From an optimization exercise on the open Yosys and OpenROAD flow, aimed at small area; shortcuts taken in it are not production practice. The RTL was checked by simulation tests, not by an equivalence proof against the original design. No activity file was given, so power comes from the tool's default toggle rates.

Setup of ember:
## dp_dtm
module dp_dtm
(
    input   logic   [0  : 0]    tdi,
    input   logic   [0  : 0]    tms,
    input   logic   [0  : 0]    tck,
    input   logic   [0  : 0]    trst,
    output  logic   [0  : 0]    tdo,
    output  logic   [6  : 0]    dmi_address,
    output  logic   [31 : 0]    dmi_wdata,
    input   logic   [31 : 0]    dmi_rdata,
    output  logic   [1  : 0]    dmi_op
);
clock: 10.0 ns
lec_check: 0
cap_margin: 0
core_margin: 2
core_utilization: 40
place_density: 0.45
slew_margin: 0
synth_hierarchical: 1
synth_minimum_keep_size: 0
run.sh (not shown) runs the stock make flow with config.mk's settings and CLKGATE_MAP_FILE= SYNTH_SCRIPT=/design/flow/synth_recipe.tcl, a recipe that flattens the netlist after the stock synthesis.
Edits applied to the flow inputs when going from ember to garnet:
- PLACE_DENSITY: 0.45 -> 0.4
Diff ember..garnet | count of non-CTS inverters in the layout | unchanged
| total via count after detailed routing | garnet vs ember | better |
Going from ember to garnet, wire length shrank by a few percent.
Edits applied to the flow inputs when going from garnet to amber:
- changing PLACE_DENSITY from 0.4 to 0.55
## What came out
Peak supply drop: garnet and amber compared, higher one is garnet
Compared to garnet, amber has power share of the combinational group 0.9 points higher.
In amber, the fmax came out 0.53% above the value in garnet.
amber reports a higher non-clock buffer count than garnet does.
For garnet and amber, there was not a single run that failed to finish clean.
Worst reg-to-reg path cell count for amber: 2 down relative to garnet
[compare] base=garnet new=amber: average detailed-routed wire length per instance up 4.0%; worst setup slack saw an increase.
Diff garnet -> amber: post-route cell area did not really move; half-perimeter wire length after detailed placement went up; transition time at the pin with the least slew margin went down.
The inputs of harbor differ from those of amber as listed below.
- PLACE_DENSITY changed from 0.55 to 0.5
- CORE_UTILIZATION changed from 40 to 35
Results
Looking at worst setup slack after layout, harbor sits below amber. Sort harbor and amber by number of cells on the worst reg-to-reg path asc -> top: amber. Share of total power in combinational logic up 0.4 points in harbor wrt amber.
What quartz does differently from harbor at the input level:
- swapping 0.5 for 0.6 in PLACE_DENSITY
- swapping 35 for 40 in CORE_UTILIZATION
## What came out
No stage failed in quartz, and the final checks on the layout all came back clean.
Comparing harbor and quartz, pin slew with the least headroom to its limit is higher on harbor.
quartz ended up with dmi_rdata[26] as its critical path startpoint; harbor ended up with dmi_rdata[21].
quartz vs harbor on total wire length after detailed routing: quartz is the lower one.
Of harbor and quartz, harbor shows the lower utilization after layout, with quartz above it.
## Diff of input files: zinc against quartz
- changing PLACE_DENSITY from 0.6 to 0.9
Notes after the runs:
- zinc | status: complete | timing, DRC, antenna: pass
- Between quartz and zinc, the flow reports wire length of the first global-routing pass increasing slightly.
- Sort quartz and zinc by clock network area share, descending, and zinc comes first.
- Summary of zinc over quartz: total design power now larger, highest achievable clock rate now sits lower, clock-buffer cell count moved down.
- In zinc relative to quartz, via count had gone up by a few percent.
- The higher final-layout worst hold slack of quartz and zinc is in quartz.

* * *

north:
dp_dtm, a different RTL version from the one above (not shown whole).
Size: about 250 cells after synthesis, roughly 94 flip-flops, about 78 I/O pins, roughly 3800 um2 of cells after synthesis.
==> flow/config.mk <==
export PLATFORM = sky130hd
export DESIGN_NAME = dp_dtm
export DESIGN_NICKNAME = dp_dtm
export VERILOG_FILES = /design/flow/design.v
export SDC_FILE = /design/flow/constraint.sdc
export NUM_CORES = 4
export LEC_CHECK = 0
export CAP_MARGIN = 0
export CORE_MARGIN = 2
export CORE_UTILIZATION = 40
export PLACE_DENSITY = 0.75
export SLEW_MARGIN = 0
export SYNTH_HIERARCHICAL = 1
export SYNTH_MINIMUM_KEEP_SIZE = 0
==> flow/constraint.sdc <==
create_clock -name core_clock -period 10.0 [get_ports {tck}]
set_input_delay 2.0000 -clock core_clock [delete_from_list [all_inputs] [get_ports {tck}]]
set_output_delay 2.0000 -clock core_clock [all_outputs]
set_load 0.01 [all_outputs]
> inputs changed (north -> south)
- clearing PLACE_DENSITY, which used to be 0.75
Findings:
Compared south vs north, and layout cell share with drive strength beyond 1 is up in south.
Comparing north with south, the critical path's largest stage delay came out essentially unchanged.
| via count of the first global-routing pass | south vs north | 3.2% lower |
The following lists how east was set up differently from south:
- CORE_UTILIZATION changed from 40 to 55
- east went all the way through synthesis, placement and routing and the layout is clean on timing, DRC and antenna.
- From south to east the numbers moved as follows: detail-routed via count per cell now sits higher; area of all placed cells without fillers now sits lower; total wire length after detailed routing now sits higher.
- Top achievable clock speed: east < south
- Diff south -> east | global-route met3 utilization | decrease of 1.2 points
- The count of clock buffers in the final design of east exceeds that of south by 2.
- The run showing the greater relative max-transition margin is south.
- Actual transition at the worst max-transition pin: east > south
- Total power | east above south
- Summary: with south as the reference, global-route wire length before repair in east moved down by a few percent.
